This is an optimization exercise on Yosys and OpenROAD, whose aim is a short achievable clock period and few clock cycles per item, not a production implementation. At most, simulation tests tie the RTL to the original design; equivalence was not proved. For run 3, only the layout was checked, not whether the RTL still works. Power and IR drop assume default switching activity.

File: design/flow/config.mk
export PLATFORM = sky130hd
export DESIGN_NAME = draw_fpv
export DESIGN_NICKNAME = draw_fpv
export VERILOG_FILES = /design/flow/design.v
export SDC_FILE = /design/flow/constraint.sdc
export NUM_CORES = 4
export LEC_CHECK = 0
export ABC_CLOCK_PERIOD_IN_PS = 1800
export CAP_MARGIN = 20
export CORE_MARGIN = 2
export CORE_UTILIZATION = 40
export PLACE_DENSITY = 0.6
export SETUP_SLACK_MARGIN = 2.7
export SLEW_MARGIN = 20
export SYNTH_MEMORY_MAX_BITS = 16384
File: design/flow/constraint.sdc
create_clock -name core_clock -period 4.5 [get_ports {clock}]
set_input_delay 0.9000 -clock core_clock [delete_from_list [all_inputs] [get_ports {clock}]]
set_output_delay 0.9000 -clock core_clock [all_outputs]
set_load 0.01 [all_outputs]
File: design/flow/design.v
module coordinate_to_grid(coord_x, coord_y, grid_x, grid_y);
    input [13:0] coord_x;
    input [12:0] coord_y;
    output [5:0] grid_x;
    output [4:0] grid_y;
    assign grid_x = coord_x[13:8];
    assign grid_y = coord_y[12:8];
endmodule
module bytian_to_vector(bytian, dx, dy, wide);
    input [7:0] bytian;
    output reg [6:0] dx;
    output reg [6:0] dy;
    output reg wide;
    always @(*) begin
        case (bytian)
        8'd0: begin dx = 7'h00; dy = 7'h32; wide = 1'b0; end
        8'd1: begin dx = 7'h01; dy = 7'h31; wide = 1'b0; end
        8'd2: begin dx = 7'h02; dy = 7'h31; wide = 1'b0; end
        8'd3: begin dx = 7'h03; dy = 7'h31; wide = 1'b0; end
        8'd4: begin dx = 7'h04; dy = 7'h31; wide = 1'b0; end
        8'd5: begin dx = 7'h06; dy = 7'h31; wide = 1'b0; end
        8'd6: begin dx = 7'h07; dy = 7'h31; wide = 1'b0; end
        8'd7: begin dx = 7'h08; dy = 7'h31; wide = 1'b0; end
        8'd8: begin dx = 7'h09; dy = 7'h31; wide = 1'b0; end
        8'd9: begin dx = 7'h0a; dy = 7'h30; wide = 1'b0; end
        8'd10: begin dx = 7'h0c; dy = 7'h30; wide = 1'b0; end
        8'd11: begin dx = 7'h0d; dy = 7'h30; wide = 1'b0; end
        8'd12: begin dx = 7'h0e; dy = 7'h2f; wide = 1'b0; end
        8'd13: begin dx = 7'h0f; dy = 7'h2f; wide = 1'b0; end
        8'd14: begin dx = 7'h10; dy = 7'h2f; wide = 1'b0; end
        8'd15: begin dx = 7'h11; dy = 7'h2e; wide = 1'b0; end
        8'd16: begin dx = 7'h13; dy = 7'h2e; wide = 1'b0; end
        8'd17: begin dx = 7'h14; dy = 7'h2d; wide = 1'b0; end
        8'd18: begin dx = 7'h15; dy = 7'h2d; wide = 1'b0; end
        8'd19: begin dx = 7'h16; dy = 7'h2c; wide = 1'b0; end
        8'd20: begin dx = 7'h17; dy = 7'h2c; wide = 1'b0; end
        8'd21: begin dx = 7'h18; dy = 7'h2b; wide = 1'b0; end
        8'd22: begin dx = 7'h19; dy = 7'h2a; wide = 1'b0; end
        8'd23: begin dx = 7'h1a; dy = 7'h2a; wide = 1'b0; end
        8'd24: begin dx = 7'h1b; dy = 7'h29; wide = 1'b0; end
        8'd25: begin dx = 7'h1c; dy = 7'h28; wide = 1'b0; end
        8'd26: begin dx = 7'h1d; dy = 7'h28; wide = 1'b0; end
        8'd27: begin dx = 7'h1e; dy = 7'h27; wide = 1'b0; end
        8'd28: begin dx = 7'h1f; dy = 7'h26; wide = 1'b0; end
        8'd29: begin dx = 7'h20; dy = 7'h25; wide = 1'b0; end
        8'd30: begin dx = 7'h21; dy = 7'h25; wide = 1'b0; end
        8'd31: begin dx = 7'h22; dy = 7'h24; wide = 1'b0; end
        8'd32: begin dx = 7'h23; dy = 7'h23; wide = 1'b0; end
        8'd33: begin dx = 7'h24; dy = 7'h22; wide = 1'b1; end
        8'd34: begin dx = 7'h25; dy = 7'h21; wide = 1'b1; end
        8'd35: begin dx = 7'h25; dy = 7'h20; wide = 1'b1; end
        8'd36: begin dx = 7'h26; dy = 7'h1f; wide = 1'b1; end
        8'd37: begin dx = 7'h27; dy = 7'h1e; wide = 1'b1; end
        8'd38: begin dx = 7'h28; dy = 7'h1d; wide = 1'b1; end
        8'd39: begin dx = 7'h28; dy = 7'h1c; wide = 1'b1; end
        8'd40: begin dx = 7'h29; dy = 7'h1b; wide = 1'b1; end
        8'd41: begin dx = 7'h2a; dy = 7'h1a; wide = 1'b1; end
        8'd42: begin dx = 7'h2a; dy = 7'h19; wide = 1'b1; end
        8'd43: begin dx = 7'h2b; dy = 7'h18; wide = 1'b1; end
        8'd44: begin dx = 7'h2c; dy = 7'h17; wide = 1'b1; end
        8'd45: begin dx = 7'h2c; dy = 7'h16; wide = 1'b1; end
        8'd46: begin dx = 7'h2d; dy = 7'h15; wide = 1'b1; end
        8'd47: begin dx = 7'h2d; dy = 7'h14; wide = 1'b1; end
        8'd48: begin dx = 7'h2e; dy = 7'h13; wide = 1'b1; end
        8'd49: begin dx = 7'h2e; dy = 7'h11; wide = 1'b1; end
        8'd50: begin dx = 7'h2f; dy = 7'h10; wide = 1'b1; end
        8'd51: begin dx = 7'h2f; dy = 7'h0f; wide = 1'b1; end
        8'd52: begin dx = 7'h2f; dy = 7'h0e; wide = 1'b1; end
        8'd53: begin dx = 7'h30; dy = 7'h0d; wide = 1'b1; end
        8'd54: begin dx = 7'h30; dy = 7'h0c; wide = 1'b1; end
        8'd55: begin dx = 7'h30; dy = 7'h0a; wide = 1'b1; end
        8'd56: begin dx = 7'h31; dy = 7'h09; wide = 1'b1; end
        8'd57: begin dx = 7'h31; dy = 7'h08; wide = 1'b1; end
        8'd58: begin dx = 7'h31; dy = 7'h07; wide = 1'b1; end
        8'd59: begin dx = 7'h31; dy = 7'h06; wide = 1'b1; end
        8'd60: begin dx = 7'h31; dy = 7'h04; wide = 1'b1; end
        8'd61: begin dx = 7'h31; dy = 7'h03; wide = 1'b1; end
        8'd62: begin dx = 7'h31; dy = 7'h02; wide = 1'b1; end
        8'd63: begin dx = 7'h31; dy = 7'h01; wide = 1'b1; end
        8'd64: begin dx = 7'h32; dy = 7'h00; wide = 1'b1; end
        8'd65: begin dx = 7'h31; dy = 7'h7f; wide = 1'b1; end
        8'd66: begin dx = 7'h31; dy = 7'h7e; wide = 1'b1; end
        8'd67: begin dx = 7'h31; dy = 7'h7d; wide = 1'b1; end
        8'd68: begin dx = 7'h31; dy = 7'h7c; wide = 1'b1; end
        8'd69: begin dx = 7'h31; dy = 7'h7a; wide = 1'b1; end
        8'd70: begin dx = 7'h31; dy = 7'h79; wide = 1'b1; end
        8'd71: begin dx = 7'h31; dy = 7'h78; wide = 1'b1; end
        8'd72: begin dx = 7'h31; dy = 7'h77; wide = 1'b1; end
        8'd73: begin dx = 7'h30; dy = 7'h76; wide = 1'b1; end
        8'd74: begin dx = 7'h30; dy = 7'h74; wide = 1'b1; end
        8'd75: begin dx = 7'h30; dy = 7'h73; wide = 1'b1; end
        8'd76: begin dx = 7'h2f; dy = 7'h72; wide = 1'b1; end
        8'd77: begin dx = 7'h2f; dy = 7'h71; wide = 1'b1; end
        8'd78: begin dx = 7'h2f; dy = 7'h70; wide = 1'b1; end
        8'd79: begin dx = 7'h2e; dy = 7'h6f; wide = 1'b1; end
        8'd80: begin dx = 7'h2e; dy = 7'h6d; wide = 1'b1; end
        8'd81: begin dx = 7'h2d; dy = 7'h6c; wide = 1'b1; end
        8'd82: begin dx = 7'h2d; dy = 7'h6b; wide = 1'b1; end
        8'd83: begin dx = 7'h2c; dy = 7'h6a; wide = 1'b1; end
        8'd84: begin dx = 7'h2c; dy = 7'h69; wide = 1'b1; end
        8'd85: begin dx = 7'h2b; dy = 7'h68; wide = 1'b1; end
        8'd86: begin dx = 7'h2a; dy = 7'h67; wide = 1'b1; end
        8'd87: begin dx = 7'h2a; dy = 7'h66; wide = 1'b1; end
        8'd88: begin dx = 7'h29; dy = 7'h65; wide = 1'b1; end
        8'd89: begin dx = 7'h28; dy = 7'h64; wide = 1'b1; end
        8'd90: begin dx = 7'h28; dy = 7'h63; wide = 1'b1; end
        8'd91: begin dx = 7'h27; dy = 7'h62; wide = 1'b1; end
        8'd92: begin dx = 7'h26; dy = 7'h61; wide = 1'b1; end
        8'd93: begin dx = 7'h25; dy = 7'h60; wide = 1'b1; end
        8'd94: begin dx = 7'h25; dy = 7'h5f; wide = 1'b1; end
        8'd95: begin dx = 7'h24; dy = 7'h5e; wide = 1'b1; end
        8'd96: begin dx = 7'h23; dy = 7'h5d; wide = 1'b0; end
        8'd97: begin dx = 7'h22; dy = 7'h5c; wide = 1'b0; end
        8'd98: begin dx = 7'h21; dy = 7'h5b; wide = 1'b0; end
        8'd99: begin dx = 7'h20; dy = 7'h5b; wide = 1'b0; end
        8'd100: begin dx = 7'h1f; dy = 7'h5a; wide = 1'b0; end
        8'd101: begin dx = 7'h1e; dy = 7'h59; wide = 1'b0; end
        8'd102: begin dx = 7'h1d; dy = 7'h58; wide = 1'b0; end
        8'd103: begin dx = 7'h1c; dy = 7'h58; wide = 1'b0; end
        8'd104: begin dx = 7'h1b; dy = 7'h57; wide = 1'b0; end
        8'd105: begin dx = 7'h1a; dy = 7'h56; wide = 1'b0; end
        8'd106: begin dx = 7'h19; dy = 7'h56; wide = 1'b0; end
        8'd107: begin dx = 7'h18; dy = 7'h55; wide = 1'b0; end
        8'd108: begin dx = 7'h17; dy = 7'h54; wide = 1'b0; end
        8'd109: begin dx = 7'h16; dy = 7'h54; wide = 1'b0; end
        8'd110: begin dx = 7'h15; dy = 7'h53; wide = 1'b0; end
        8'd111: begin dx = 7'h14; dy = 7'h53; wide = 1'b0; end
        8'd112: begin dx = 7'h13; dy = 7'h52; wide = 1'b0; end
        8'd113: begin dx = 7'h11; dy = 7'h52; wide = 1'b0; end
        8'd114: begin dx = 7'h10; dy = 7'h51; wide = 1'b0; end
        8'd115: begin dx = 7'h0f; dy = 7'h51; wide = 1'b0; end
        8'd116: begin dx = 7'h0e; dy = 7'h51; wide = 1'b0; end
        8'd117: begin dx = 7'h0d; dy = 7'h50; wide = 1'b0; end
        8'd118: begin dx = 7'h0c; dy = 7'h50; wide = 1'b0; end
        8'd119: begin dx = 7'h0a; dy = 7'h50; wide = 1'b0; end
        8'd120: begin dx = 7'h09; dy = 7'h4f; wide = 1'b0; end
        8'd121: begin dx = 7'h08; dy = 7'h4f; wide = 1'b0; end
        8'd122: begin dx = 7'h07; dy = 7'h4f; wide = 1'b0; end
        8'd123: begin dx = 7'h06; dy = 7'h4f; wide = 1'b0; end
        8'd124: begin dx = 7'h04; dy = 7'h4f; wide = 1'b0; end
        8'd125: begin dx = 7'h03; dy = 7'h4f; wide = 1'b0; end
        8'd126: begin dx = 7'h02; dy = 7'h4f; wide = 1'b0; end
        8'd127: begin dx = 7'h01; dy = 7'h4f; wide = 1'b0; end
        8'd128: begin dx = 7'h00; dy = 7'h4e; wide = 1'b0; end
        8'd129: begin dx = 7'h7f; dy = 7'h4f; wide = 1'b0; end
        8'd130: begin dx = 7'h7e; dy = 7'h4f; wide = 1'b0; end
        8'd131: begin dx = 7'h7d; dy = 7'h4f; wide = 1'b0; end
        8'd132: begin dx = 7'h7c; dy = 7'h4f; wide = 1'b0; end
        8'd133: begin dx = 7'h7a; dy = 7'h4f; wide = 1'b0; end
        8'd134: begin dx = 7'h79; dy = 7'h4f; wide = 1'b0; end
        8'd135: begin dx = 7'h78; dy = 7'h4f; wide = 1'b0; end
        8'd136: begin dx = 7'h77; dy = 7'h4f; wide = 1'b0; end
        8'd137: begin dx = 7'h76; dy = 7'h50; wide = 1'b0; end
        8'd138: begin dx = 7'h74; dy = 7'h50; wide = 1'b0; end
        8'd139: begin dx = 7'h73; dy = 7'h50; wide = 1'b0; end
        8'd140: begin dx = 7'h72; dy = 7'h51; wide = 1'b0; end
        8'd141: begin dx = 7'h71; dy = 7'h51; wide = 1'b0; end
        8'd142: begin dx = 7'h70; dy = 7'h51; wide = 1'b0; end
        8'd143: begin dx = 7'h6f; dy = 7'h52; wide = 1'b0; end
        8'd144: begin dx = 7'h6d; dy = 7'h52; wide = 1'b0; end
        8'd145: begin dx = 7'h6c; dy = 7'h53; wide = 1'b0; end
        8'd146: begin dx = 7'h6b; dy = 7'h53; wide = 1'b0; end
        8'd147: begin dx = 7'h6a; dy = 7'h54; wide = 1'b0; end
        8'd148: begin dx = 7'h69; dy = 7'h54; wide = 1'b0; end
        8'd149: begin dx = 7'h68; dy = 7'h55; wide = 1'b0; end
        8'd150: begin dx = 7'h67; dy = 7'h56; wide = 1'b0; end
        8'd151: begin dx = 7'h66; dy = 7'h56; wide = 1'b0; end
        8'd152: begin dx = 7'h65; dy = 7'h57; wide = 1'b0; end
        8'd153: begin dx = 7'h64; dy = 7'h58; wide = 1'b0; end
        8'd154: begin dx = 7'h63; dy = 7'h58; wide = 1'b0; end
        8'd155: begin dx = 7'h62; dy = 7'h59; wide = 1'b0; end
        8'd156: begin dx = 7'h61; dy = 7'h5a; wide = 1'b0; end
        8'd157: begin dx = 7'h60; dy = 7'h5b; wide = 1'b0; end
        8'd158: begin dx = 7'h5f; dy = 7'h5b; wide = 1'b0; end
        8'd159: begin dx = 7'h5e; dy = 7'h5c; wide = 1'b0; end
        8'd160: begin dx = 7'h5d; dy = 7'h5d; wide = 1'b0; end
        8'd161: begin dx = 7'h5c; dy = 7'h5e; wide = 1'b1; end
        8'd162: begin dx = 7'h5b; dy = 7'h5f; wide = 1'b1; end
        8'd163: begin dx = 7'h5b; dy = 7'h60; wide = 1'b1; end
        8'd164: begin dx = 7'h5a; dy = 7'h61; wide = 1'b1; end
        8'd165: begin dx = 7'h59; dy = 7'h62; wide = 1'b1; end
        8'd166: begin dx = 7'h58; dy = 7'h63; wide = 1'b1; end
        8'd167: begin dx = 7'h58; dy = 7'h64; wide = 1'b1; end
        8'd168: begin dx = 7'h57; dy = 7'h65; wide = 1'b1; end
        8'd169: begin dx = 7'h56; dy = 7'h66; wide = 1'b1; end
        8'd170: begin dx = 7'h56; dy = 7'h67; wide = 1'b1; end
        8'd171: begin dx = 7'h55; dy = 7'h68; wide = 1'b1; end
        8'd172: begin dx = 7'h54; dy = 7'h69; wide = 1'b1; end
        8'd173: begin dx = 7'h54; dy = 7'h6a; wide = 1'b1; end
        8'd174: begin dx = 7'h53; dy = 7'h6b; wide = 1'b1; end
        8'd175: begin dx = 7'h53; dy = 7'h6c; wide = 1'b1; end
        8'd176: begin dx = 7'h52; dy = 7'h6d; wide = 1'b1; end
        8'd177: begin dx = 7'h52; dy = 7'h6f; wide = 1'b1; end
        8'd178: begin dx = 7'h51; dy = 7'h70; wide = 1'b1; end
        8'd179: begin dx = 7'h51; dy = 7'h71; wide = 1'b1; end
        8'd180: begin dx = 7'h51; dy = 7'h72; wide = 1'b1; end
        8'd181: begin dx = 7'h50; dy = 7'h73; wide = 1'b1; end
        8'd182: begin dx = 7'h50; dy = 7'h74; wide = 1'b1; end
        8'd183: begin dx = 7'h50; dy = 7'h76; wide = 1'b1; end
        8'd184: begin dx = 7'h4f; dy = 7'h77; wide = 1'b1; end
        8'd185: begin dx = 7'h4f; dy = 7'h78; wide = 1'b1; end
        8'd186: begin dx = 7'h4f; dy = 7'h79; wide = 1'b1; end
        8'd187: begin dx = 7'h4f; dy = 7'h7a; wide = 1'b1; end
        8'd188: begin dx = 7'h4f; dy = 7'h7c; wide = 1'b1; end
        8'd189: begin dx = 7'h4f; dy = 7'h7d; wide = 1'b1; end
        8'd190: begin dx = 7'h4f; dy = 7'h7e; wide = 1'b1; end
        8'd191: begin dx = 7'h4f; dy = 7'h7f; wide = 1'b1; end
        8'd192: begin dx = 7'h4e; dy = 7'h00; wide = 1'b1; end
        8'd193: begin dx = 7'h4f; dy = 7'h01; wide = 1'b1; end
        8'd194: begin dx = 7'h4f; dy = 7'h02; wide = 1'b1; end
        8'd195: begin dx = 7'h4f; dy = 7'h03; wide = 1'b1; end
        8'd196: begin dx = 7'h4f; dy = 7'h04; wide = 1'b1; end
        8'd197: begin dx = 7'h4f; dy = 7'h06; wide = 1'b1; end
        8'd198: begin dx = 7'h4f; dy = 7'h07; wide = 1'b1; end
        8'd199: begin dx = 7'h4f; dy = 7'h08; wide = 1'b1; end
        8'd200: begin dx = 7'h4f; dy = 7'h09; wide = 1'b1; end
        8'd201: begin dx = 7'h50; dy = 7'h0a; wide = 1'b1; end
        8'd202: begin dx = 7'h50; dy = 7'h0c; wide = 1'b1; end
        8'd203: begin dx = 7'h50; dy = 7'h0d; wide = 1'b1; end
        8'd204: begin dx = 7'h51; dy = 7'h0e; wide = 1'b1; end
        8'd205: begin dx = 7'h51; dy = 7'h0f; wide = 1'b1; end
        8'd206: begin dx = 7'h51; dy = 7'h10; wide = 1'b1; end
        8'd207: begin dx = 7'h52; dy = 7'h11; wide = 1'b1; end
        8'd208: begin dx = 7'h52; dy = 7'h13; wide = 1'b1; end
        8'd209: begin dx = 7'h53; dy = 7'h14; wide = 1'b1; end
        8'd210: begin dx = 7'h53; dy = 7'h15; wide = 1'b1; end
        8'd211: begin dx = 7'h54; dy = 7'h16; wide = 1'b1; end
        8'd212: begin dx = 7'h54; dy = 7'h17; wide = 1'b1; end
        8'd213: begin dx = 7'h55; dy = 7'h18; wide = 1'b1; end
        8'd214: begin dx = 7'h56; dy = 7'h19; wide = 1'b1; end
        8'd215: begin dx = 7'h56; dy = 7'h1a; wide = 1'b1; end
        8'd216: begin dx = 7'h57; dy = 7'h1b; wide = 1'b1; end
        8'd217: begin dx = 7'h58; dy = 7'h1c; wide = 1'b1; end
        8'd218: begin dx = 7'h58; dy = 7'h1d; wide = 1'b1; end
        8'd219: begin dx = 7'h59; dy = 7'h1e; wide = 1'b1; end
        8'd220: begin dx = 7'h5a; dy = 7'h1f; wide = 1'b1; end
        8'd221: begin dx = 7'h5b; dy = 7'h20; wide = 1'b1; end
        8'd222: begin dx = 7'h5b; dy = 7'h21; wide = 1'b1; end
        8'd223: begin dx = 7'h5c; dy = 7'h22; wide = 1'b1; end
        8'd224: begin dx = 7'h5d; dy = 7'h23; wide = 1'b0; end
        8'd225: begin dx = 7'h5e; dy = 7'h24; wide = 1'b0; end
        8'd226: begin dx = 7'h5f; dy = 7'h25; wide = 1'b0; end
        8'd227: begin dx = 7'h60; dy = 7'h25; wide = 1'b0; end
        8'd228: begin dx = 7'h61; dy = 7'h26; wide = 1'b0; end
        8'd229: begin dx = 7'h62; dy = 7'h27; wide = 1'b0; end
        8'd230: begin dx = 7'h63; dy = 7'h28; wide = 1'b0; end
        8'd231: begin dx = 7'h64; dy = 7'h28; wide = 1'b0; end
        8'd232: begin dx = 7'h65; dy = 7'h29; wide = 1'b0; end
        8'd233: begin dx = 7'h66; dy = 7'h2a; wide = 1'b0; end
        8'd234: begin dx = 7'h67; dy = 7'h2a; wide = 1'b0; end
        8'd235: begin dx = 7'h68; dy = 7'h2b; wide = 1'b0; end
        8'd236: begin dx = 7'h69; dy = 7'h2c; wide = 1'b0; end
        8'd237: begin dx = 7'h6a; dy = 7'h2c; wide = 1'b0; end
        8'd238: begin dx = 7'h6b; dy = 7'h2d; wide = 1'b0; end
        8'd239: begin dx = 7'h6c; dy = 7'h2d; wide = 1'b0; end
        8'd240: begin dx = 7'h6d; dy = 7'h2e; wide = 1'b0; end
        8'd241: begin dx = 7'h6f; dy = 7'h2e; wide = 1'b0; end
        8'd242: begin dx = 7'h70; dy = 7'h2f; wide = 1'b0; end
        8'd243: begin dx = 7'h71; dy = 7'h2f; wide = 1'b0; end
        8'd244: begin dx = 7'h72; dy = 7'h2f; wide = 1'b0; end
        8'd245: begin dx = 7'h73; dy = 7'h30; wide = 1'b0; end
        8'd246: begin dx = 7'h74; dy = 7'h30; wide = 1'b0; end
        8'd247: begin dx = 7'h76; dy = 7'h30; wide = 1'b0; end
        8'd248: begin dx = 7'h77; dy = 7'h31; wide = 1'b0; end
        8'd249: begin dx = 7'h78; dy = 7'h31; wide = 1'b0; end
        8'd250: begin dx = 7'h79; dy = 7'h31; wide = 1'b0; end
        8'd251: begin dx = 7'h7a; dy = 7'h31; wide = 1'b0; end
        8'd252: begin dx = 7'h7c; dy = 7'h31; wide = 1'b0; end
        8'd253: begin dx = 7'h7d; dy = 7'h31; wide = 1'b0; end
        8'd254: begin dx = 7'h7e; dy = 7'h31; wide = 1'b0; end
        8'd255: begin dx = 7'h7f; dy = 7'h31; wide = 1'b0; end
        default: begin dx = 7'h00; dy = 7'h00; wide = 1'b0; end
        endcase
    end
endmodule
module raytracer(clock, reset,
                 start, pos_x, pos_y, angle,
                 grid_x, grid_y, grid_out,
                 room, push, push_cell, push_vert);
    input clock;
    input reset;
    input start;
    input [13:0] pos_x;
    input [12:0] pos_y;
    input [7:0] angle;
    output [5:0] grid_x;
    output [4:0] grid_y;
    input [2:0] grid_out;
    input room;                  
    output push;                 
    output [2:0] push_cell;      
    output push_vert;            
    reg [13:0] p0x;
    reg [12:0] p0y;
    reg running;
    reg [6:0] ncols;             
    reg [7:0] an;
    reg [6:0] dnx, dny;
    reg wn;
    reg dn_ok;
    wire [6:0] rom_dx, rom_dy;
    wire rom_wide;
    bytian_to_vector btv0 (.bytian(an), .dx(rom_dx), .dy(rom_dy), .wide(rom_wide));
    reg act;                     
    reg [6:0] dx, dy;
    reg wide;
    reg [13:0] px;
    reg [12:0] py;
    reg [5:0] ptx;               
    reg [4:0] pty;
    reg rv;
    reg [2:0] gq;
    reg exq, eyq;
    wire [5:0] tx;
    wire [4:0] ty;
    coordinate_to_grid ctg0 (.coord_x(px), .coord_y(py), .grid_x(tx), .grid_y(ty));
    assign grid_x = tx;
    assign grid_y = ty;
    wire hit = rv & (gq != 3'd0);
    wire free = ~act | hit;
    wire cstart = free & running & (ncols != 7'd120) & room & dn_ok;
    assign push = hit;
    assign push_cell = gq;
    assign push_vert = (exq & ~eyq) | (wide & ~(exq ^ eyq));
    always @(posedge clock) begin
        dnx <= rom_dx;
        dny <= rom_dy;
        wn <= rom_wide;
        if (reset) begin
            running <= 1'b0;
            act <= 1'b0;
            rv <= 1'b0;
            dn_ok <= 1'b0;
        end
        else if (start) begin
            p0x <= pos_x;
            p0y <= pos_y;
            an <= angle + 8'd176;
            running <= 1'b1;
            ncols <= 7'd0;
            act <= 1'b0;
            rv <= 1'b0;
            dn_ok <= 1'b0;
        end
        else begin
            dn_ok <= ~cstart;
            if (cstart) begin
                px <= p0x;
                py <= p0y;
                ptx <= p0x[13:8];
                pty <= p0y[12:8];
                dx <= dnx;
                dy <= dny;
                wide <= wn;
                an <= an + 8'd1;
                ncols <= ncols + 7'd1;
                act <= 1'b1;
                rv <= 1'b0;
            end
            else if (act & ~hit) begin
                px <= px + {{7{dx[6]}}, dx};
                py <= py + {{6{dy[6]}}, dy};
                ptx <= tx;
                pty <= ty;
                rv <= 1'b1;
                gq <= grid_out;
                exq <= tx != ptx;
                eyq <= ty != pty;
            end
            else begin
                act <= 1'b0;
                rv <= 1'b0;
            end
        end
    end
endmodule
module draw_vertical_line(clock, reset,
                          start, have, wcell, vert, pop,
                          done, vga_x, vga_y, vga_colour, vga_write);
    input clock;
    input reset;
    input start;
    input have;                  
    input [2:0] wcell;            
    input vert;                  
    output pop;                  
    output reg done;
    output reg [7:0] vga_x;
    output reg [6:0] vga_y;
    output reg [17:0] vga_colour;
    output reg vga_write;
    reg [6:0] wcol;
    reg [6:0] wy;
    wire col_end = wy == 7'd119;
    assign pop = have & col_end;
    always @(posedge clock) begin
        vga_x <= {1'b0, wcol};
        vga_y <= wy;
        if (vert)
            vga_colour <= { {6{wcell[2]}}, {6{wcell[1]}}, {6{wcell[0]}} };
        else
            vga_colour <= { {2{wcell[2]}}, 4'b0, {2{wcell[1]}}, 4'b0, {2{wcell[0]}}, 4'b0 };
        if (reset | start) begin
            wcol <= 7'd0;
            wy <= 7'd0;
            vga_write <= 1'b0;
            done <= 1'b0;
        end
        else begin
            vga_write <= have;
            done <= pop & (wcol == 7'd119);
            if (have) begin
                if (col_end) begin
                    wy <= 7'd0;
                    wcol <= wcol + 7'd1;
                end
                else
                    wy <= wy + 7'd1;
            end
        end
    end
endmodule
module draw_fpv(clock, reset,
                start, done,
                player_pos_x, player_pos_y, player_angle,
                grid_x, grid_y, grid_out,
                vga_x, vga_y, vga_colour, vga_write);
    input clock;
    input reset;
    input start;
    output done;
    input [13:0] player_pos_x;
    input [12:0] player_pos_y;
    input [7:0] player_angle;
    output [5:0] grid_x;
    output [4:0] grid_y;
    input [2:0] grid_out;
    output [7:0] vga_x;
    output [6:0] vga_y;
    output [17:0] vga_colour;
    output vga_write;
    reg [3:0] q [0:7];
    reg [2:0] wp, rp;
    reg [3:0] cnt;
    wire push, pop;
    wire [2:0] push_cell;
    wire push_vert;
    wire room = cnt < 4'd7;
    wire have = cnt != 4'd0;
    wire [3:0] head = q[rp];
    raytracer rt0 (.clock(clock),
                   .reset(reset),
                   .start(start),
                   .pos_x(player_pos_x),
                   .pos_y(player_pos_y),
                   .angle(player_angle),
                   .grid_x(grid_x),
                   .grid_y(grid_y),
                   .grid_out(grid_out),
                   .room(room),
                   .push(push),
                   .push_cell(push_cell),
                   .push_vert(push_vert));
    draw_vertical_line dvl0 (.clock(clock),
                             .reset(reset),
                             .start(start),
                             .have(have),
                             .wcell(head[3:1]),
                             .vert(head[0]),
                             .pop(pop),
                             .done(done),
                             .vga_x(vga_x),
                             .vga_y(vga_y),
                             .vga_colour(vga_colour),
                             .vga_write(vga_write));
    always @(posedge clock) begin
        if (push)
            q[wp] <= {push_cell, push_vert};
        if (reset | start) begin
            wp <= 3'd0;
            rp <= 3'd0;
            cnt <= 4'd0;
        end
        else begin
            if (push)
                wp <= wp + 3'd1;
            if (pop)
                rp <= rp + 3'd1;
            cnt <= cnt + {3'd0, push} - {3'd0, pop};
        end
    end
endmodule
File: design/flow/run.sh
#!/bin/bash
# synth_recipe.tcl (not shown) runs the flow's synth.tcl, then flattens the netlist and writes it again
# the make line also repeats each setting of config.mk as NAME=value (left out here)
make -C /OpenROAD-flow-scripts/flow DESIGN_CONFIG=/design/flow/config.mk WORK_HOME=/design/flow/orfs CLKGATE_MAP_FILE= SYNTH_SCRIPT=/design/flow/synth_recipe.tcl finish
==> results of run 1 <==
==> registers in the layout, indices dropped and copies added (netlist names), 7 cells and up, named ones only <==
name	count
q	32
rt0.p0x	14
rt0.px	14
rt0.p0y	13
rt0.py	13
rt0.an	8
dvl0.vga_x	7
dvl0.vga_y	7
dvl0.wcol	7
dvl0.wy	7
rt0.dnx	7
rt0.dny	7
rt0.dx	7
rt0.dy	7
rt0.ncols	7
==> path summary, 6_finish.rpt <==
path                                   start       endpoint  cells past startpoint
worst max-delay path               rt0.an[0]     rt0.dny[1]                     12
worst min-delay path            dvl0.wcol[6]  dvl0.vga_x[6]                      0
worst max register to register     rt0.an[0]     rt0.dny[1]                     12
worst min register to register  dvl0.wcol[6]  dvl0.vga_x[6]                      0
==> stage by stage <==
stage / power [µW] / area, µm² / hold slack (ns) / worst slack [ns] / instances
final: 4060 / 14800 / 0.353 / 2.16 / 1502
after global routing: 4210 / 14800 / 0.365 / 2.11 / 1502
after CTS: 4040 / 14100 / 0.361 / 2.24 / 1467
after detailed placement: 2430 / 11600 / 0.353 / 1.59 / 1297
after global placement: 2430 / 11600 / 0.343 / 1.59 / 1297
after floorplan: 2330 / 10700 / 0.331 / 2.04 / 940
==> layout make-up <==
cell class,instances,area [µm²],share of cell area [%]
repair buffers,265,2890,19.4
clock inverters,13,129,0.868
flip-flops and latches,200,5350,36.0
multi-input cells,646,5490,37.0
inverters,29,134,0.902
well taps,330,413,2.78
clock buffers,19,443,2.98
==> routing by layer <==
| metal | part of all wire, % | vias to the layer above | wire length [µm] |
|---|---|---|---|
| met2 | 50 | 260 | 13300 |
| met4 | 2.9 | 0 | 772 |
| met3 | 5.3 | 60 | 1430 |
| li1 | - | 3842 | - |
| met5 | 0 | - | 0 |
| met1 | 42 | 3929 | 11300 |
==> cells by family after synthesis <==
logic type      Yosys count
simple gates            279
other cells               1
fa+ha+maj                65
flops                   200
compound gates          197
mux                      36
xor+xnor                 64
buf+inv                  98
==> timing repair <==
| item | in CTS | in global routing |
|---|---|---|
| setup buffers | 119 | 34 |
| setup endpoints to repair | 228 | 212 |
| gates resized for setup | 362 | 111 |
| pin swaps | 68 | 73 |
| gates cloned | 19 | 1 |
==> cell usage in the layout (no fill, tap or decap), types with 28 or more instances in the layout <==
master           netlist  layout
a21oi_1               52      41
buf_4                 26      99
buf_6                  1      65
clkdlybuf4s50_1        0      37
dfxtp_1               68      53
edfxtp_1             132     132
ha_1                  62      28
ha_4                   0      29
nand2_1              104      73
nor2_1                86      76
o21ai_0               55      29
xor2_1                35      35
==> power groups by stage <==
stage                     clock [µW]  sequential (µW)  combinational (µW)
after floorplan                    0             2070                 263
after global placement             0             2080                 346
after detailed placement           0             2080                 349
after CTS                       1510             2040                 490
after global routing            1580             2040                 585
final                           1480             2040                 545
==> impl_metrics.py, run 1 <==
metrics = {
    "setup_path": {
        "max_stage_delay_ns": 0.42,
        "cp_cell_sequence": "buf_6, inv_8, ha_4, buf_6, buf_12, ha_1, mux2i_1, a21oi_1, nor2_1, a21oi_4, buf_4, a221o_1",
        "cp.required_ns": 4.82,
        "crit_path_top_delay_cell": "edfxtp_1",
        "endpoint_kind": "register",
        "regToRegSetupSlack_ns": 2.16,
        "critical_path.most_common_cell": "buf_6",
        "critPathLaunchType": "register",
        "cp_num_buf_inv": 5,
        "cp.arrival_ns": 2.65,
        "critical_path.top_delay_family": "buffers and inverters",
        "cp_max_fo": 5,
        "crit_type": "register to register",
    },
    "die": {
        "die_w_um": 164,
        "core_area_um2": 25200,
        "fp.dieH_um": 164,
        "io_pins": 87,
        "start_util_pct": 40.7,
        "num_rows": 58,
        "fp.dieArea_um2": 26900,
    },
    "power": {
        "ir_drop_v": 0.000252,
        "p_switching_uw": 1030,
        "powerDensity_nw_per_um2": 274,
        "swShare_pct": 25.3,
        "seq_power_share_pct": 50.1,
        "clockPowerShare_pct": 36.4,
        "p_leak_uw": 0.00566,
        "p_comb_share_pct": 13.4,
        "p_int_uw": 3040,
    },
    "sta": {
        "setup_viol": 0,
        "post-route-period-util_pct": 51.9,
        "max_freq_ghz": 0.428,
        "slew_headroom_pct": 55.0,
        "finalHoldViolCount": 0,
        "fin_crit_ns": 2.34,
        "clock_skew_ns": 0.0142,
        "worst_pin_slew_ns": 0.675,
        "report.final.slew_viol_count": 0,
        "tns_ns": 0,
        "grt_setup_unrepaired": "yes",
    },
    "clock_network": {
        "cts_hold_buf": 0,
        "clkTransAtPathRegs_ns": 0.08,
        "cts_buffers": 17,
        "cts.sinks": 200,
        "clk_latency_ns": 0.44,
        "clockBufferDepth": 2,
        "htree_levels": 4,
        "clockRootBuffer": "clkbuf_16",
        "cts_tree": "yes",
    },
    "drt": {
        "drc": 0,
        "vias_per_cell": 5.39,
        "drt-wirelength-per-cell_um": 17.9,
        "drt-total-wl_mm": 26.9,
        "vias": 8091,
        "drt_first_pass_iters": 6,
        "postRouteAntennaNets": 0,
        "drt_iter0_markers": 654,
    },
    "global_routing": {
        "met1_usage_pct": 24.8,
        "grt_pass1_vias": 7597,
        "grt_pass1_wl_mm": 40.5,
        "antenna_found_initial": 0,
        "grtUsageTotal_pct": 19.6,
        "grt.busiest_layer": "met2",
        "grt_max_degree": 49,
        "grt_overflow": 0,
        "grtUsageMet2_pct": 32.5,
        "grt_use_met3_pct": 4.75,
    },
    "synthesis": {
        "synth_compound_area_share_pct": 12.2,
        "synth.most_common_cell": "edfxtp_1",
        "synth_cells": 940,
        "yosysTopAreaCell": "edfxtp_1",
        "synth_edf_count": 132,
        "async_reset_ff_share_pct": 0,
        "synth.top_cell.area_share_pct": 38.6,
        "synth_xor_area_share_pct": 5.46,
        "synth_fa_ha_area_share_pct": 8.15,
        "post_synth_mux_area_share_pct": 5.26,
        "synth_commonest_cells": "edfxtp_1, nand2_1, nor2_1",
        "synth_top_family_by_area": "compound AO/OA/AOI/OAI gates",
        "yosys-top-cells-area": "edfxtp_1, dfxtp_1, ha_1, nand2_1, nor2_1",
        "yosysWarningCount": 4,
        "synth_seq_cells": 200,
        "ys.flop_type": "edfxtp_1",
        "syn_area_um2": 10300,
        "syn_avg_cell_area_um2": 10.9,
        "synth_nets": 1046,
        "yosys.area_share.simple_pct": 12.1,
        "yosysUniqueCellTypes": 66,
        "yosysSeqAreaShare_pct": 51.9,
    },
    "final_layout": {
        "syn_to_final_growth_pct": 44.7,
        "final_layout_size_suffix_gt1_share_pct": 38.5,
        "n_fill_cell": 1948,
        "fin_nets": 1265,
        "utilization_pct": 59.0,
        "diodes": 0,
    },
    "flow_run": {
        "cap_violations": 0,
    },
    "min_path": {
        "min_path_type": "register to register",
    },
    "status": {
        "status": "finished clean",
    },
    "placement": {
        "io_buffers": 85,
        "gp_congestion": 0.849,
        "dp_hpwl_mm": 14.3,
    },
}
Testbench counts, summed over its fixed seeds: cycles 923,563, frames 64.
==> run 2, diff against run 1 <==
--- a/design/flow/config.mk
+++ b/design/flow/config.mk
@@ -7,3 +7,2 @@
 export LEC_CHECK = 0
-export ABC_CLOCK_PERIOD_IN_PS = 1800
 export CAP_MARGIN = 20
@@ -12,3 +11,2 @@
 export PLACE_DENSITY = 0.6
-export SETUP_SLACK_MARGIN = 2.7
 export SLEW_MARGIN = 20
==> impl_metrics.py, run 2 <==
metrics = {
    "drt": {
        "drt-wirelength-per-cell_um": 15.3,
        "drt_first_pass_iters": 5,
        "drt-total-wl_mm": 20.4,
        "drc": 0,
        "drt_iter0_markers": 516,
        "vias_per_cell": 5.17,
        "postRouteAntennaNets": 0,
        "vias": 6886,
    },
    "final_layout": {
        "fin_nets": 1096,
        "diodes": 0,
        "top_regs": "q x32, rt0.p0x x14, rt0.px x14",
        "final_layout_size_suffix_gt1_share_pct": 7.58,
        "syn_to_final_growth_pct": 15.4,
        "layout_common_cells": "edfxtp_1, nand2_1, nor2_1, clkdlybuf4s50_1, dfxtp_1",
        "final_common_cell": "edfxtp_1",
        "regMostFlops": "q",
        "n_fill_cell": 2315,
        "largest_register_ffs": 32,
    },
    "synthesis": {
        "async_reset_ff_share_pct": 0,
        "synth.most_common_cell": "edfxtp_1",
        "yosysSeqAreaShare_pct": 51.9,
        "synth.top_cell.area_share_pct": 38.6,
        "syn_area_um2": 10300,
        "synth_commonest_cells": "edfxtp_1, nand2_1, nor2_1",
        "synth_nets": 1046,
        "yosys-top-cells-area": "edfxtp_1, dfxtp_1, ha_1, nand2_1, nor2_1",
        "synth_seq_cells": 200,
        "yosysUniqueCellTypes": 66,
        "yosysWarningCount": 4,
        "syn_avg_cell_area_um2": 10.9,
        "ys.flop_type": "edfxtp_1",
        "synth_edf_count": 132,
        "synth_cells": 940,
        "yosysTopAreaCell": "edfxtp_1",
    },
    "sta": {
        "report.final.slew_viol_count": 0,
        "clock_skew_ns": 0.0155,
        "grt_setup_unrepaired": "no",
        "slew_headroom_pct": 32.9,
        "setup_viol": 0,
        "post-route-period-util_pct": 63.9,
        "fin_crit_ns": 2.87,
        "worst_slack_ns": 1.63,
        "finalHoldViolCount": 0,
        "max_freq_ghz": 0.348,
        "tns_ns": 0,
        "worst_pin_slew_ns": 1.01,
    },
    "min_path": {
        "min_path_type": "register to register",
        "hold_path.startpoint": "dvl0.wcol[6]",
        "hold_depth": 0,
        "min_to": "dvl0.vga_x[6]",
    },
    "setup_path": {
        "r2r_cells": 7,
        "crit_type": "register to register",
        "cp.required_ns": 4.63,
        "max_stage_delay_ns": 0.89,
        "crit_path_top_delay_cell": "o311a_1",
        "cp_max_fo": 24,
        "critical_path.most_common_cell": "nor2_1",
        "reg2reg_from": "rt0.gq[0]",
        "cp.arrival_ns": 3.00,
        "cp_cell_sequence": "o31a_1, inv_1, nand2_1, o311a_1, nor2_1, nor2_1, buf_4",
        "cp_num_buf_inv": 2,
        "r2r_end": "rt0.an[0]",
        "cp-startpoint": "rt0.gq[0]",
        "endpoint_kind": "register",
        "critPathLaunchType": "register",
        "regToRegSetupSlack_ns": 1.63,
        "critical_path.top_delay_family": "compound AO/OA/AOI/OAI gates",
    },
    "die": {
        "fp.dieArea_um2": 26900,
        "fp.dieH_um": 164,
        "io_pins": 87,
        "start_util_pct": 40.7,
        "die_w_um": 164,
        "core_area_um2": 25200,
        "num_rows": 58,
    },
    "clock_network": {
        "cts.sinks": 200,
        "clockBufferDepth": 2,
        "cts_resized": 0,
        "cts_tree": "yes",
        "clockRootBuffer": "clkbuf_16",
        "cts_hold_buf": 0,
        "cts_buffers": 17,
        "postCtsSetupBuffers": 0,
        "htree_levels": 4,
        "clkTransAtPathRegs_ns": 0.07,
        "clk_latency_ns": 0.44,
    },
    "global_routing": {
        "grt_pass1_vias": 6520,
        "antenna_found_initial": 0,
        "grt_pass1_wl_mm": 33.2,
        "grt_overflow": 0,
        "grtUsageTotal_pct": 15.6,
        "grt_max_degree": 49,
    },
    "placement": {
        "gp_congestion": 0.892,
        "io_buffers": 85,
        "dp_hpwl_mm": 14.2,
        "post-place-ws_ns": 1.37,
    },
    "flow_run": {
        "cap_violations": 0,
    },
    "status": {
        "status": "finished clean",
    },
    "power": {
        "p_leak_uw": 0.00432,
        "ir_drop_v": 0.000216,
        "powerDensity_nw_per_um2": 327,
    },
}
## run 2: cell count changes in the layout (fill, tap and decap cells not counted), sizes merged
cell           previous run  this run
dlymetal6s2s              1         0
bufbuf                    1         0
clkinvlp                  1         0
o311a                     4         1
clkinv                    5         4
or2                       4         3
clkbuf                   21        19
buf                     224        15
clkdlybuf4s50            37        85
bufinv                    0         2
## run 2: where the power goes
part | leakage, µW | internal [µW] | total (µW) | switching, µW
Clock | 0.000298 | 803 | 1490 | 689
Combinational | 0.00226 | 152 | 342 | 190
Sequential | 0.00176 | 2010 | 2040 | 29.5
## run 2: cell families after synthesis
family / after synthesis / synth area share, %
and+or+nand+nor: 279 / 12.1
DFF: 200 / 51.9
AOI/OAI and AO/OA: 197 / 12.2
buffers and inverters: 98 / 4.85
adders and majority gates: 65 / 8.15
xor gates and xnor gates: 64 / 5.46
muxes: 36 / 5.26
other: 1 / 0.0366
## run 2: final cells by class
type | instances | area [µm²] | area share [%]
Multi-Input combinational cell | 642 | 4460 | 37.7
Tap cell | 330 | 413 | 3.49
Timing Repair Buffer | 100 | 963 | 8.14
Clock inverter | 13 | 115 | 0.972
Inverter | 29 | 109 | 0.919
Sequential cell | 200 | 5330 | 45.0
Clock buffer | 19 | 454 | 3.84
## run 2: how the worst max path moves through the flow
stage / end / slack [ns] / cells after the start
6_report: rt0.an[0] / 1.63 / 7
5_1_grt: rt0.an[7] / 1.35 / 7
4_1_cts: rt0.an[2] / 1.61 / 7
3_5_place_dp: rt0.py[8] / 1.37 / 5
3_3_place_gp: rt0.pty[0] / 1.38 / 5
2_1_floorplan: rt0.ptx[0] / 0.62 / 4
## run 2: layer usage
| metal | vias up | part of all wire [%] | global-route usage (%) |
|---|---|---|---|
| li1 | 3466 | - | - |
| met1 | 3246 | 48 | 21.6 |
| met2 | 153 | 46 | 24.4 |
| met3 | 21 | 4.3 | 2.75 |
| met4 | 0 | 1.7 | 5.78 |
| met5 | - | 0 | 0 |
## run 2: per-stage QoR
stage          util, %  instances  total power (µW)  instance area, µm²  hold WS, ns
4_1_cts           47.0       1333              3920               11800        0.368
2_1_floorplan        -        940              2310               10300        0.331
6_report          47.0       1333              3870               11800        0.362
3_3_place_gp      44.8       1301              2420               11300        0.347
3_5_place_dp      44.8       1301              2420               11300        0.358
5_1_grt           47.0       1333              4030               11800        0.368
==> run 3, diff against run 2 <==
--- a/design/flow/design.v
+++ b/design/flow/design.v
@@ -296,2 +296,3 @@
     reg [6:0] ncols;             
+    reg okr;                     
     reg [7:0] an;
@@ -299,3 +300,2 @@
     reg wn;
-    reg dn_ok;
     wire [6:0] rom_dx, rom_dy;
@@ -319,4 +319,3 @@
     wire hit = rv & (gq != 3'd0);
-    wire free = ~act | hit;
-    wire cstart = free & running & (ncols != 7'd120) & room & dn_ok;
+    wire cstart = okr & (~act | hit);
     assign push = hit;
@@ -328,2 +327,20 @@
         wn <= rom_wide;
+        gq <= grid_out;
+        exq <= tx != ptx;
+        eyq <= ty != pty;
+        if (cstart) begin
+            px <= p0x;
+            py <= p0y;
+            ptx <= p0x[13:8];
+            pty <= p0y[12:8];
+            dx <= dnx;
+            dy <= dny;
+            wide <= wn;
+        end
+        else begin
+            px <= px + {{7{dx[6]}}, dx};
+            py <= py + {{6{dy[6]}}, dy};
+            ptx <= tx;
+            pty <= ty;
+        end
         if (reset) begin
@@ -332,3 +349,3 @@
             rv <= 1'b0;
-            dn_ok <= 1'b0;
+            okr <= 1'b0;
         end
@@ -342,33 +359,12 @@
             rv <= 1'b0;
-            dn_ok <= 1'b0;
+            okr <= 1'b0;
         end
         else begin
-            dn_ok <= ~cstart;
             if (cstart) begin
-                px <= p0x;
-                py <= p0y;
-                ptx <= p0x[13:8];
-                pty <= p0y[12:8];
-                dx <= dnx;
-                dy <= dny;
-                wide <= wn;
                 an <= an + 8'd1;
                 ncols <= ncols + 7'd1;
-                act <= 1'b1;
-                rv <= 1'b0;
-            end
-            else if (act & ~hit) begin
-                px <= px + {{7{dx[6]}}, dx};
-                py <= py + {{6{dy[6]}}, dy};
-                ptx <= tx;
-                pty <= ty;
-                rv <= 1'b1;
-                gq <= grid_out;
-                exq <= tx != ptx;
-                eyq <= ty != pty;
-            end
-            else begin
-                act <= 1'b0;
-                rv <= 1'b0;
             end
+            act <= cstart | (act & ~hit);
+            rv <= act & ~hit;
+            okr <= running & (ncols != 7'd120) & room;
         end
@@ -447,3 +443,3 @@
     wire push_vert;
-    wire room = cnt < 4'd7;
+    wire room = cnt < 4'd6;
     wire have = cnt != 4'd0;
--- a/design/flow/config.mk
+++ b/design/flow/config.mk
@@ -7,2 +7,3 @@
 export LEC_CHECK = 0
+export ABC_CLOCK_PERIOD_IN_PS = 1800
 export CAP_MARGIN = 20
@@ -11,2 +12,3 @@
 export PLACE_DENSITY = 0.6
+export SETUP_SLACK_MARGIN = 2.7
 export SLEW_MARGIN = 20
==> impl_metrics.py, run 3 <==
metrics = {
    "sta": {
        "finalHoldViolCount": 0,
        "clock_skew_ns": 0.0141,
        "tns_ns": 0,
        "post-route-period-util_pct": 51.4,
        "slew_headroom_pct": 59.6,
        "setup_viol": 0,
        "whs_ns": 0.389,
        "max_freq_ghz": 0.433,
        "report.final.slew_viol_count": 0,
        "fin_crit_ns": 2.31,
        "grt_setup_unrepaired": "yes",
        "worst_pin_slew_ns": 0.601,
    },
    "global_routing": {
        "grt_max_degree": 47,
        "grt_pass1_wl_mm": 37.5,
        "grt_pass1_vias": 7364,
        "grt_overflow": 0,
        "grtUsageTotal_pct": 18.2,
        "antenna_found_initial": 0,
    },
    "drt": {
        "drc": 0,
        "drt-total-wl_mm": 25.2,
        "top_layer": "met4",
        "postRouteAntennaNets": 0,
        "drt_iter0_markers": 538,
        "vias": 7707,
        "wl_met3_mm": 1.01,
        "wl_met2_mm": 12.6,
        "drt-wirelength-per-cell_um": 17.2,
        "drt-met1-wl_mm": 11.0,
        "vias_per_cell": 5.26,
        "drt_first_pass_iters": 6,
    },
    "power": {
        "p_switching_uw": 1910,
        "clockPowerShare_pct": 25.4,
        "p_int_uw": 4110,
        "p_comb_share_pct": 36.2,
        "powerDensity_nw_per_um2": 434,
        "p_leak_uw": 0.00541,
        "ir_drop_v": 0.000300,
        "swShare_pct": 31.7,
        "seq_power_share_pct": 38.4,
    },
    "synthesis": {
        "syn_area_um2": 9850,
        "yosysUniqueCellTypes": 73,
        "yosysTopAreaCell": "edfxtp_1",
        "yosysSeqAreaShare_pct": 49.7,
        "synth_commonest_cells": "dfxtp_1, nand2_1, edfxtp_1",
        "synth.top_cell.area_share_pct": 27.1,
        "syn_avg_cell_area_um2": 10.5,
        "synth_cells": 937,
        "yosys-top-cells-area": "edfxtp_1, dfxtp_1, ha_1, nand2_1, o21ai_0",
        "yosysWarningCount": 4,
        "synth_seq_cells": 200,
        "synth_nets": 1042,
        "synth.most_common_cell": "dfxtp_1",
        "async_reset_ff_share_pct": 0,
        "ys.flop_type": "dfxtp_1",
        "synth_edf_count": 89,
    },
    "placement": {
        "gp_congestion": 0.877,
        "io_buffers": 85,
        "dp_hpwl_mm": 13.3,
    },
    "setup_path": {
        "endpoint_kind": "register",
        "crit_type": "register to register",
        "cp_max_fo": 2,
        "r2r_cells": 8,
        "critPathLaunchType": "register",
        "cp.arrival_ns": 2.63,
        "cp.required_ns": 4.82,
    },
    "clock_network": {
        "clkTransAtPathRegs_ns": 0.08,
        "clk_latency_ns": 0.44,
        "cts_buffers": 17,
        "cts.sinks": 200,
        "clockBufferDepth": 2,
        "clockRootBuffer": "clkbuf_16",
        "cts_tree": "yes",
        "htree_levels": 4,
    },
    "final_layout": {
        "utilization_pct": 57.2,
        "syn_to_final_growth_pct": 40.7,
        "largest_register_ffs": 32,
        "fin_nets": 1233,
        "top_regs": "q x32, rt0.p0x x14, rt0.px x14",
        "diodes": 0,
        "regMostFlops": "q",
        "final_layout_size_suffix_gt1_share_pct": 36.7,
        "layout_common_cells": "nand2_1, buf_4, edfxtp_1, dfxtp_1, buf_6",
    },
    "die": {
        "io_pins": 87,
        "core_area_um2": 24200,
        "fp.dieH_um": 161,
        "die_w_um": 161,
        "num_rows": 57,
        "start_util_pct": 40.6,
        "fp.dieArea_um2": 25900,
    },
    "flow_run": {
        "cap_violations": 0,
    },
    "min_path": {
        "min_path_type": "register to register",
        "hold_depth": 0,
    },
    "status": {
        "status": "finished clean",
    },
}
run 3: changes by cell type after synthesis, sizes merged, moves of 6 or more:
cell,before,now
mux2i,19,25
clkbuf,18,27
nand3,21,11
a311oi,8,1
o31ai,2,8
edfxtp,132,89
nor2,86,77
dfxtp,68,111
run 3: layout make-up:
class,instances,area (µm²)
clock inverter,13,151
fill,2013,10400
sequential,200,4950
clock buffer,19,453
timing repair buffer,240,2410
inverter,32,180
timing repair inverter,1,8.76
tap,324,405
multi-input combinational,636,5300
run 3: cell families (layout without fill, tap and decap cells):
| group | Yosys count | after routing | synth area share, % |
|---|---|---|---|
| buffers and inverters | 105 | 305 | 5.31 |
| AOI/OAI and AO/OA | 213 | 213 | 13.8 |
| muxes | 42 | 42 | 5.74 |
| and+or+nand+nor | 251 | 255 | 11.6 |
| DFF | 200 | 200 | 49.7 |
| adders and majority gates | 65 | 65 | 8.46 |
| other | 1 | 1 | 0.0381 |
| xor gates and xnor gates | 60 | 60 | 5.33 |
run 3: path summary, 6_finish.rpt:
path	slack (ns)	endpoint	from
worst max register to register	2.19	rt0.py[12]	rt0.dy[0]
worst max-delay path	2.19	rt0.py[12]	rt0.dy[0]
worst min register to register	0.39	dvl0.vga_y[6]	dvl0.wy[6]
worst min-delay path	0.39	dvl0.vga_y[6]	dvl0.wy[6]
run 3: metrics by stage:
stage,instances,worst slack (ns),power (µW),area [µm²]
2_1_floorplan,937,2.30,3580,10100
3_3_place_gp,1280,1.67,3870,11000
3_5_place_dp,1280,1.64,3900,11000
4_1_cts,1423,2.18,5770,13100
5_1_grt,1465,2.12,6370,13900
6_report,1465,2.19,6010,13900
run 3: routing by layer:
metal / vias up / GRT usage (%)
li1: 3730 / -
met1: 3707 / 23.6
met2: 228 / 30.6
met3: 42 / 3.31
met4: 0 / 6.41
met5: - / 0
run 3: critical path, cell delays in order, from the launching register on:
cell      delay (ns)
edfxtp_1        0.42
ha_4            0.19
fa_2            0.36
a211oi_2        0.26
nor2_2          0.08
or3_4           0.33
a311o_1         0.33
xnor2_1         0.15
a21oi_1         0.08
run 3: timing repair:
action	CTS	global route
resized for setup	362	98
setup buffers	104	37
pin swaps	61	71
cloned	7	5
endpoints found under the setup margin	196	114
hold buffers	0	0
run 3: power by group through the flow:
stage	clock [µW]	sequential (µW)	combinational, µW
after CTS	1560	2300	1910
after detailed placement	0	2360	1540
after global placement	0	2350	1520
after global routing	1640	2340	2390
after floorplan	0	2320	1260
final	1520	2310	2180

==> separate check: timing with driven ports <==
The flow's constraints put no driver on any port. The routed layouts listed below were extracted and timed again, unchanged, in two steps.
Step 1 (the two cells are an assumption about what drives the block):
set clk [get_ports {clock}]
set_driving_cell -lib_cell sky130_fd_sc_hd__clkbuf_16 $clk
set_driving_cell -lib_cell sky130_fd_sc_hd__buf_2 [delete_from_list [all_inputs] $clk]
Step 2 adds t to the input delays and takes it off the output delays; t is the mean of the earliest and latest rising clock arrival at the registers after step 1. Input paths then give back, and output paths get back, about the clock's delay inside the block.
a / b / c = ideal ports / drivers / drivers and shift; a / b = the first two.
run	t (ns)	setup slack, ns	worst slew at a driven data input, ns
run 1	0.476	2.164 / 2.164 / 2.164	0.06
run 2	0.479	1.625 / 1.625 / 1.388	0.04
run 3	0.478	2.189 / 2.189 / 2.189	0.05
After both steps every run listed still meets setup and hold. For run 2, which loses most, drivers alone change the setup slack by 0.000 ns; drivers and shift together by -0.237 ns.
